Background: an optimization exercise with open tools, aiming at small area and a short achievable clock period. Do not read the settings as production practice.
Function was not checked in any run shown here: the RTL went through the layout flow alone.
Power and IR drop assume default switching activity.

==> flow/design.v (outline; a module is shown in full before it is edited, if it fits) <==
// module wallace_multiplier_16bit: 1511 lines
// module mul_fa: 4 lines
// module mul_ha: 4 lines
// module mul_han: 4 lines
// module mul_xnor: 3 lines
// module mul_or: 3 lines
module wallace_multiplier_16bit(
    input  wire        clk,
    input  wire        rst,
    input  wire [15:0] multiplicand,
    input  wire [15:0] multiplier,
    output reg  [31:0] result
);
  // ...
==> flow/run.sh <==
#!/bin/bash
# synth_recipe.tcl (not shown) runs the flow's synth.tcl, then flattens the netlist and writes it again
# the make line also repeats each setting of config.mk as NAME=value (left out here)
make -C /OpenROAD-flow-scripts/flow DESIGN_CONFIG=/design/flow/config.mk WORK_HOME=/design/flow/orfs CLKGATE_MAP_FILE= SYNTH_SCRIPT=/design/flow/synth_recipe.tcl finish
==> flow/config.mk <==
export PLATFORM = sky130hd
export DESIGN_NAME = wallace_multiplier_16bit
export DESIGN_NICKNAME = wallace_multiplier_16bit
export VERILOG_FILES = /design/flow/design.v
export SDC_FILE = /design/flow/constraint.sdc
export NUM_CORES = 4
export LEC_CHECK = 0
export CAP_MARGIN = 20
export CORE_MARGIN = 2
export CORE_UTILIZATION = 60
export CTS_BUF_LIST = sky130_fd_sc_hd__clkbuf_4 sky130_fd_sc_hd__clkbuf_8
export CTS_CLUSTER_DIAMETER = 50
export CTS_CLUSTER_SIZE = 12
export SETUP_SLACK_MARGIN = 1.05
export SLEW_MARGIN = 20
export SYNTH_HIERARCHICAL = 1
export SYNTH_MINIMUM_KEEP_SIZE = 0
==> flow/constraint.sdc <==
create_clock -name core_clock -period 3.0 [get_ports {clk}]
set_input_delay 0.6000 -clock core_clock [delete_from_list [all_inputs] [get_ports {clk}]]
set_output_delay 0.6000 -clock core_clock [all_outputs]
set_load 0.01 [all_outputs]
==> results_dict.tcl, run 1 <==
set metrics [dict create \
    via_per_inst 5.105 \
    buf_share_pct 6.598 \
    min_from "q1_multiplier_14" \
    syn-cell-area_mm2 0.01360 \
    status "complete, no violations" \
    top_layer "met4" \
    ys_warn_count 7 \
    finalMaxSlewViolations 0 \
    cts_hold_buf 0 \
    wl_met3_um 1483 \
    min_path_type "reg -> reg" \
    antenna_found_initial 0 \
    multi_input_area_share_pct 43.26 \
    period_needed_ns 2.244 \
    synth_area_leaders "dfxtp_1 43%, fa_1 30%, nand2_1 7.2%" \
    setup_viol 0 \
    worstHoldPathCells 0 \
    crit_path_max_incr_delay_ns 0.42 \
    grt_pass1_vias 8196 \
    wl_met2_um 11180 \
    arrival_ns 2.71 \
    worst_pin_slew_ns 0.5656 \
    clk_pin_slew_ns 0.08 \
    r2r-end "result[27]" \
    worst-path-buf-inv 0 \
    grt_first_pass_wirelength_um 41540 \
    nFlopsAndLatches 327 \
    buffers_excl_clock 118 \
    clockPowerShare_pct 19.2 \
    yosysSeqAreaShare_pct 49.47 \
    power.switching_w 0.004617 \
    core_area_mm2 0.02243 \
    nets 1445 \
    synth_edf_count 0 \
    setup_ws_ns 0.7564 \
    drtIter0Drc 350 \
    portBuffers 65 \
    synthXorXnorAreaFrac_pct 2.705 \
]
==> run 2, diff against run 1 <==
--- a/flow/design.v
+++ b/flow/design.v
@@ -507,18 +507,18 @@
 wire [1:0] r209;
 wire k210;
 wire a211_g0 = p1 & 1'b1;
 wire a211_p0 = p1 ^ 1'b1;
 wire a211_g1 = p2 & p17;
 wire a211_p1 = p2 ^ p17;
 wire a211_G0_1 = a211_g0 | (a211_p0 & 1'b1);
 wire a211_G1_2 = a211_g1 | (a211_p1 & a211_G0_1);
-assign r209[0] = a211_p0 ^ 1'b1;
-assign r209[1] = a211_p1 ^ a211_G0_1;
+mul_xor u_a211_x0 (.a(a211_p0), .b(1'b1), .y(r209[0]));
+mul_xor u_a211_x1 (.a(a211_p1), .b(a211_G0_1), .y(r209[1]));
 assign k210 = a211_G1_2;
 wire s212, c213;
 mul_fa u_s212 (.a(p11), .b(p26), .c(p41), .s(s212), .co(c213));
 wire s214, c215;
 mul_fa u_s214 (.a(p12), .b(p27), .c(p42), .s(s214), .co(c215));
 wire s216, c217;
 mul_fa u_s216 (.a(p57), .b(p72), .c(p87), .s(s216), .co(c217));
 wire s218, c219;
@@ -790,20 +790,20 @@
 wire a478_g3 = q2_c419 & q2_s420;
 wire a478_p3 = q2_c419 ^ q2_s420;
 wire a478_G0_1 = a478_g0 | (a478_p0 & q2_k210);
 wire a478_G0_3 = a478_g2 | (a478_p2 & a478_g1);
 wire a478_P0_3 = a478_p2 & a478_p1;
 wire a478_G1_2 = a478_g1 | (a478_p1 & a478_G0_1);
 wire a478_G1_3 = a478_G0_3 | (a478_P0_3 & a478_G0_1);
 wire a478_G2_4 = a478_g3 | (a478_p3 & a478_G1_3);
-assign r476[0] = a478_p0 ^ q2_k210;
-assign r476[1] = a478_p1 ^ a478_G0_1;
-assign r476[2] = a478_p2 ^ a478_G1_2;
-assign r476[3] = a478_p3 ^ a478_G1_3;
+mul_xor u_a478_x0 (.a(a478_p0), .b(q2_k210), .y(r476[0]));
+mul_xor u_a478_x1 (.a(a478_p1), .b(a478_G0_1), .y(r476[1]));
+mul_xor u_a478_x2 (.a(a478_p2), .b(a478_G1_2), .y(r476[2]));
+mul_xor u_a478_x3 (.a(a478_p3), .b(a478_G1_3), .y(r476[3]));
 assign k477 = a478_G2_4;
 wire s479, c480;
 mul_fa u_s479 (.a(q2_c287), .b(q2_c289), .c(q2_s292), .s(s479), .co(c480));
 wire s481, c482;
 mul_fa u_s481 (.a(q2_c293), .b(q2_c295), .c(q2_s298), .s(s481), .co(c482));
 wire s483, c484;
 mul_fa u_s483 (.a(q2_s300), .b(q2_c359), .c(q2_s360), .s(s483), .co(c484));
 wire s485, c486;
@@ -958,17 +958,17 @@
 mul_fa u_s633 (.a(p473), .b(c568), .c(s609), .s(s633), .co(c634));
 wire s635, c636;
 mul_fa u_s635 (.a(p459), .b(p474), .c(c610), .s(s635), .co(c636));
 wire [0:0] r637;
 wire k638;
 wire a639_g0 = s569 & s611;
 wire a639_p0 = s569 ^ s611;
 wire a639_G0_1 = a639_g0 | (a639_p0 & k477);
-assign r637[0] = a639_p0 ^ k477;
+mul_xor u_a639_x0 (.a(a639_p0), .b(k477), .y(r637[0]));
 assign k638 = a639_G0_1;
 wire s640, c641;
 mul_han u_s640 (.a(s507), .b(s615), .s(s640), .co(c641));
 wire s642, c643;
 mul_han u_s642 (.a(c616), .b(s617), .s(s642), .co(c643));
 wire s644, c645;
 mul_han u_s644 (.a(c618), .b(s619), .s(s644), .co(c645));
 wire [3:0] r646;
@@ -982,20 +982,20 @@
 wire a648_g3 = q3_c643 & q3_s644;
 wire a648_p3 = q3_c643 ^ q3_s644;
 wire a648_G0_1 = a648_g0 | (a648_p0 & q3_k638);
 wire a648_G0_3 = a648_g2 | (a648_p2 & a648_g1);
 wire a648_P0_3 = a648_p2 & a648_p1;
 wire a648_G1_2 = a648_g1 | (a648_p1 & a648_G0_1);
 wire a648_G1_3 = a648_G0_3 | (a648_P0_3 & a648_G0_1);
 wire a648_G2_4 = a648_g3 | (a648_p3 & a648_G1_3);
-assign r646[0] = a648_p0 ^ q3_k638;
-assign r646[1] = a648_p1 ^ a648_G0_1;
-assign r646[2] = a648_p2 ^ a648_G1_2;
-assign r646[3] = a648_p3 ^ a648_G1_3;
+mul_xor u_a648_x0 (.a(a648_p0), .b(q3_k638), .y(r646[0]));
+mul_xor u_a648_x1 (.a(a648_p1), .b(a648_G0_1), .y(r646[1]));
+mul_xor u_a648_x2 (.a(a648_p2), .b(a648_G1_2), .y(r646[2]));
+mul_xor u_a648_x3 (.a(a648_p3), .b(a648_G1_3), .y(r646[3]));
 assign k647 = a648_G2_4;
 wire s649, c650;
 mul_han u_s649 (.a(q3_c620), .b(q3_s621), .s(s649), .co(c650));
 wire s651, c652;
 mul_han u_s651 (.a(q3_c622), .b(q3_s623), .s(s651), .co(c652));
 wire s653, c654;
 mul_han u_s653 (.a(q3_c624), .b(q3_s625), .s(s653), .co(c654));
 wire s655, c656;
@@ -1032,17 +1032,17 @@
 mul_han u_s685 (.a(q3_c634), .b(q3_s635), .s(s685), .co(c686));
 wire s687, c688;
 mul_han u_s687 (.a(q3_p475), .b(q3_c636), .s(s687), .co(c688));
 wire [0:0] r689;
 wire k690;
 wire a691_g0 = q3_c645 & s649;
 wire a691_p0 = q3_c645 ^ s649;
 wire a691_G0_1 = a691_g0 | (a691_p0 & k647);
-assign r689[0] = a691_p0 ^ k647;
+mul_xor u_a691_x0 (.a(a691_p0), .b(k647), .y(r689[0]));
 assign k690 = a691_G0_1;
 wire s692, c693;
 mul_han u_s692 (.a(q3_c628), .b(c656), .s(s692), .co(c693));
 wire s694, c695;
 mul_han u_s694 (.a(c658), .b(s659), .s(s694), .co(c695));
 wire s696, c697;
 mul_fa u_s696 (.a(q3_s587), .b(c660), .c(s661), .s(s696), .co(c697));
 wire s698, c699;
@@ -1172,36 +1172,36 @@
 wire a726_G3_13 = a726_G2_13 | (a726_P2_13 & a726_G2_7);
 wire a726_G3_14 = a726_G2_14 | (a726_P2_14 & a726_G2_7);
 wire a726_G3_15 = a726_G2_15 | (a726_P2_15 & a726_G2_7);
 wire a726_G4_16 = a726_g15 | (a726_p15 & a726_G3_15);
 wire a726_G4_17 = a726_G0_17 | (a726_P0_17 & a726_G3_15);
 wire a726_G4_18 = a726_G1_18 | (a726_P1_18 & a726_G3_15);
 wire a726_G4_19 = a726_G1_19 | (a726_P1_19 & a726_G3_15);
 wire a726_G4_20 = a726_G2_20 | (a726_P2_20 & a726_G3_15);
-assign r724[0] = a726_p0 ^ q4_k690;
-assign r724[1] = a726_p1 ^ a726_G0_1;
-assign r724[2] = a726_p2 ^ a726_G1_2;
-assign r724[3] = a726_p3 ^ a726_G1_3;
-assign r724[4] = a726_p4 ^ a726_G2_4;
-assign r724[5] = a726_p5 ^ a726_G2_5;
-assign r724[6] = a726_p6 ^ a726_G2_6;
-assign r724[7] = a726_p7 ^ a726_G2_7;
-assign r724[8] = a726_p8 ^ a726_G3_8;
-assign r724[9] = a726_p9 ^ a726_G3_9;
-assign r724[10] = a726_p10 ^ a726_G3_10;
-assign r724[11] = a726_p11 ^ a726_G3_11;
-assign r724[12] = a726_p12 ^ a726_G3_12;
-assign r724[13] = a726_p13 ^ a726_G3_13;
-assign r724[14] = a726_p14 ^ a726_G3_14;
-assign r724[15] = a726_p15 ^ a726_G3_15;
-assign r724[16] = a726_p16 ^ a726_G4_16;
-assign r724[17] = a726_p17 ^ a726_G4_17;
-assign r724[18] = a726_p18 ^ a726_G4_18;
-assign r724[19] = a726_p19 ^ a726_G4_19;
+mul_xor u_a726_x0 (.a(a726_p0), .b(q4_k690), .y(r724[0]));
+mul_xor u_a726_x1 (.a(a726_p1), .b(a726_G0_1), .y(r724[1]));
+mul_xor u_a726_x2 (.a(a726_p2), .b(a726_G1_2), .y(r724[2]));
+mul_xor u_a726_x3 (.a(a726_p3), .b(a726_G1_3), .y(r724[3]));
+mul_xor u_a726_x4 (.a(a726_p4), .b(a726_G2_4), .y(r724[4]));
+mul_xor u_a726_x5 (.a(a726_p5), .b(a726_G2_5), .y(r724[5]));
+mul_xor u_a726_x6 (.a(a726_p6), .b(a726_G2_6), .y(r724[6]));
+mul_xor u_a726_x7 (.a(a726_p7), .b(a726_G2_7), .y(r724[7]));
+mul_xor u_a726_x8 (.a(a726_p8), .b(a726_G3_8), .y(r724[8]));
+mul_xor u_a726_x9 (.a(a726_p9), .b(a726_G3_9), .y(r724[9]));
+mul_xor u_a726_x10 (.a(a726_p10), .b(a726_G3_10), .y(r724[10]));
+mul_xor u_a726_x11 (.a(a726_p11), .b(a726_G3_11), .y(r724[11]));
+mul_xor u_a726_x12 (.a(a726_p12), .b(a726_G3_12), .y(r724[12]));
+mul_xor u_a726_x13 (.a(a726_p13), .b(a726_G3_13), .y(r724[13]));
+mul_xor u_a726_x14 (.a(a726_p14), .b(a726_G3_14), .y(r724[14]));
+mul_xor u_a726_x15 (.a(a726_p15), .b(a726_G3_15), .y(r724[15]));
+mul_xor u_a726_x16 (.a(a726_p16), .b(a726_G4_16), .y(r724[16]));
+mul_xor u_a726_x17 (.a(a726_p17), .b(a726_G4_17), .y(r724[17]));
+mul_xor u_a726_x18 (.a(a726_p18), .b(a726_G4_18), .y(r724[18]));
+mul_xor u_a726_x19 (.a(a726_p19), .b(a726_G4_19), .y(r724[19]));
 assign k725 = a726_G4_20;
 always @(posedge clk) begin
     q1_multiplicand_0 <= multiplicand[0];
     q1_multiplicand_1 <= multiplicand[1];
     q1_multiplicand_2 <= multiplicand[2];
     q1_multiplicand_3 <= multiplicand[3];
     q1_multiplicand_4 <= multiplicand[4];
     q1_multiplicand_5 <= multiplicand[5];
@@ -1508,16 +1508,19 @@
         result <= vld[3] ? ~prod : 32'd0;
     end
 end
 endmodule
 module mul_fa(input wire a, input wire b, input wire c, output wire s, output wire co);
     assign s = a ^ b ^ c;
     assign co = (a & b) | (a & c) | (b & c);
 endmodule
+module mul_xor(input wire a, input wire b, output wire y);
+    assign y = a ^ b;
+endmodule
 module mul_ha(input wire a, input wire b, output wire s, output wire co);
     assign s = a ^ b;
     assign co = a & b;
 endmodule
 module mul_han(input wire a, input wire b, output wire s, output wire co);
     mul_xnor u_s (.a(a), .b(b), .y(s));
     mul_or u_c (.a(a), .b(b), .y(co));
 endmodule
==> run 2 against run 1 <==
Compared with the run above: still clean on timing, DRC and antenna; non-clock buffer count down 11; cell area down 1.1%; global-route usage down 0.33 points; synthesized cell count down 2.2%; flip-flop and latch count unchanged; setup slack better by 0.16 ns; clock power up 1%; critical endpoint is now result[29].
==> results_dict.tcl, run 2 <==
set metrics [dict create \
    period_needed_ns 2.086 \
    clk_latency_ns 0.54 \
    fill_cells 1567 \
    overflow 0 \
    ys_warn_count 7 \
    rr_worst_depth 9 \
    worstPathMaxFanout 5 \
    wl_met3_um 1622 \
    postSynthCellCount 1052 \
    wl_met2_um 10470 \
    min_path_type "reg -> reg" \
    reg2reg_from "q4_c703" \
    vias 7321 \
    grt_first_pass_wirelength_um 41000 \
    cts_inserted_buffers 35 \
    start_util_pct 61.54 \
    groute.usage.overall_pct 22.17 \
    grt_max_degree 37 \
    finalHoldViolCount 0 \
    r2r-end "result[29]" \
    layout_commonest_cell "nand2_1" \
    cap_violations 0 \
    core_area_mm2 0.02196 \
    route.antenna.remaining_nets 0 \
    wirelength_um 24870 \
    wl_per_cell_um 17.19 \
    worstSetupStartpointType "register" \
    holdPathEnd "q4_q3_q2_r209_0" \
    cts_tree "yes" \
    ir_worst_vdd_v 0.0004032 \
    grt_pass1_vias 7720 \
    clock-sinks 327 \
    status "complete, no violations" \
    synth_common_cells "291 x dfxtp_1, 259 x nand2_1, 193 x fa_1" \
    setup_viol 0 \
    rsz0062_at_grt "true" \
    drtPass1Iterations 5 \
    nets 1406 \
    worst_pin_slew_ns 0.7145 \
    drtIter0Drc 350 \
    timing.hold.ws_ns 0.3277 \
    synth_area_leaders "dfxtp_1 43%, fa_1 29%, nand2_1 7.2%" \
    top_layer "met4" \
    synth_top_cell_by_area "dfxtp_1" \
    synth.avg_cell_area_um2 12.85 \
    endpoint_kind "register" \
    yosysMostFrequentCell "dfxtp_1" \
    fin_crit_sh_pct 69.55 \
    htree_num_levels 2 \
    crit_start "q4_c703" \
    dp_hpwl_um 17810 \
    worstHoldPathCells 0 \
    yosysTopAreaCellShare_pct 43.11 \
    syn-cell-area_mm2 0.01351 \
    ioPinCount 66 \
    antenna_found_initial 0 \
    fin_setup_tns_ns 0 \
    arrival_ns 2.49 \
    clockRootBuffer "clkbuf_8" \
    skew_ns 0.02845 \
    clk_pin_slew_ns 0.07 \
    cts_buffer_depth 3 \
    ys_types 32 \
    die_h_um 154.1 \
    power_leakage_nw 6.237 \
    ys_async_sr_fraction_pct 11.01 \
    finalMaxSlewViolations 0 \
    m1WireLength_um 12360 \
    fmax_ghz 0.4793 \
    fin_util_pct 71.23 \
    setup_ws_ns 0.9136 \
    fp.dieW_um 154.1 \
    diodes 0 \
    synth_flop_cell "dfxtp_1" \
    synth_edf_count 0 \
    yosysSeqAreaShare_pct 49.77 \
    drive_above_1_share_pct 14.57 \
    relSlewSlack_pct 52.37 \
    worstSetupPathType "reg -> reg" \
    mostFrequentLayoutCells "258 x nand2_1, 245 x dfxtp_1, 193 x fa_1" \
    min_from "q3_q2_r209_0" \
    pre_cts_ws_ns 0.7574 \
    required_ns 3.40 \
    place.gp.congestion 0.8306 \
    cts_hold_buf 0 \
    via_per_inst 5.059 \
    drc 0 \
    reg.largest.list "result x32, vld x4" \
    portBuffers 65 \
    r2r_setup_slack_ns 0.91 \
    p_per_area_mw_per_mm2 892.8 \
    ys_ff_latch 327 \
    top_register "result" \
    rows 54 \
    syn_to_final_growth_pct 15.73 \
    largest_reg_flops 32 \
    dieArea_mm2 0.02374 \
]
==> run 2: layout make-up <==
cell class              instances  area [um2]  area share (%)
flip-flops and latches        327        6827           43.65
multi-input cells             674        6827           43.65
repair buffers                107       970.9           6.208
clock buffers                  46       595.6           3.808
well taps                     280       350.3           2.240
clock inverters                 9       55.05          0.3520
inverters                       4       15.01         0.09600
==> run 2: cells by family (layout without fill, tap and decap cells) <==
logic type / count (synthesis) / after routing / synth area share, %
fa+ha+maj: 223 / 223 / 31.37
simple gates: 340 / 340 / 10.93
compound gates: 42 / 42 / 2.148
xor+xnor: 66 / 66 / 4.277
other cells: 1 / 3 / 0.02775
flops: 327 / 327 / 49.77
buf+inv: 53 / 166 / 1.472
==> run 2: worst max path at each step <==
stage                      end  slack (ns)  depth (start not counted)
global route        result[29]        0.83                          9
detailed placement     q2_c421        0.76                          4
global placement       q2_c421        0.79                          4
finish              result[29]        0.91                          9
floorplan              q2_c421        0.97                          6
CTS                 result[31]        0.98                          8
==> run 2: timing repair <==
action                                  4_1_cts  5_1_grt
pin swaps                                    14       12
endpoints found under the setup margin      122       17
resized for setup                            95       28
buffers inserted                              7       22
==> run 2: through the flow <==
step | total power [W] | instances | cell area [um2]
after floorplan | 0.009275 | 1054 | 13570
after global placement | 0.01059 | 1363 | 14440
after detailed placement | 0.01071 | 1363 | 14440
after CTS | 0.01379 | 1425 | 15350
after global routing | 0.01503 | 1447 | 15640
final | 0.01396 | 1447 | 15640
==> run 2: report_power, final <==
part	switching, W	internal, W	total [W]
Combinational	0.00236	0.00257	0.00493
Sequential	0.000671	0.00561	0.00628
Clock	0.00145	0.00130	0.00275
==> run 2: critical path: stages, from the launching register on <==
cell,delay (ns)
dfxtp_2,0.34
ha_4,0.29
and4_4,0.24
nand2_4,0.04
or3_4,0.38
a41o_4,0.27
buf_4,0.14
nand2b_4,0.05
xor2_1,0.15
nor2b_1,0.06
==> run 2: metal layers <==
layer | GRT usage [%] | up-vias
met4 | 5.830 | 0
met2 | 31.88 | 276
met1 | 35.17 | 3587
li1 | - | 3421
met5 | 0 | -
met3 | 3.861 | 37
==> run 2: modules after synthesis, one instance, submodules excluded, excerpt <==
module	cells inside	copies in the design	area [um2]	flops+latches
wallace_multiplier_16bit	761	1	8875	327
mul_xnor	1	33	8.758	0
mul_xor	1	32	8.758	0
mul_or	1	33	6.256	0
mul_fa	1	193	20.02	0

## re-timing with driven ports
The flow's constraints put no driver on any port. The routed layouts listed below were extracted and timed again, unchanged, in two steps. Step 1 (the two cells are an assumption about what drives the block):
set clk [get_ports {clk}]
set_driving_cell -lib_cell sky130_fd_sc_hd__clkbuf_16 $clk
set_driving_cell -lib_cell sky130_fd_sc_hd__buf_2 [delete_from_list [all_inputs] $clk]
Step 2 also shifts input and output timing later by t, the mid clock arrival at the registers, as if the neighbouring blocks saw the same clock. a / b / c = no drivers / after step 1 / after step 2; a / b = the first two.
run	t, ns	slack for setup (ns)	worst hold slack (ns)	latest minus earliest clock arrival (ns)	cell pins on the clock port's net
run 1	0.575	0.756 / 0.756 / 0.756	0.329 / 0.329 / 0.329	0.024 / 0.025	1
run 2	0.570	0.914 / 0.914 / 0.914	0.328 / 0.328 / 0.328	0.032 / 0.032	1
After both steps every run listed still meets setup and hold.
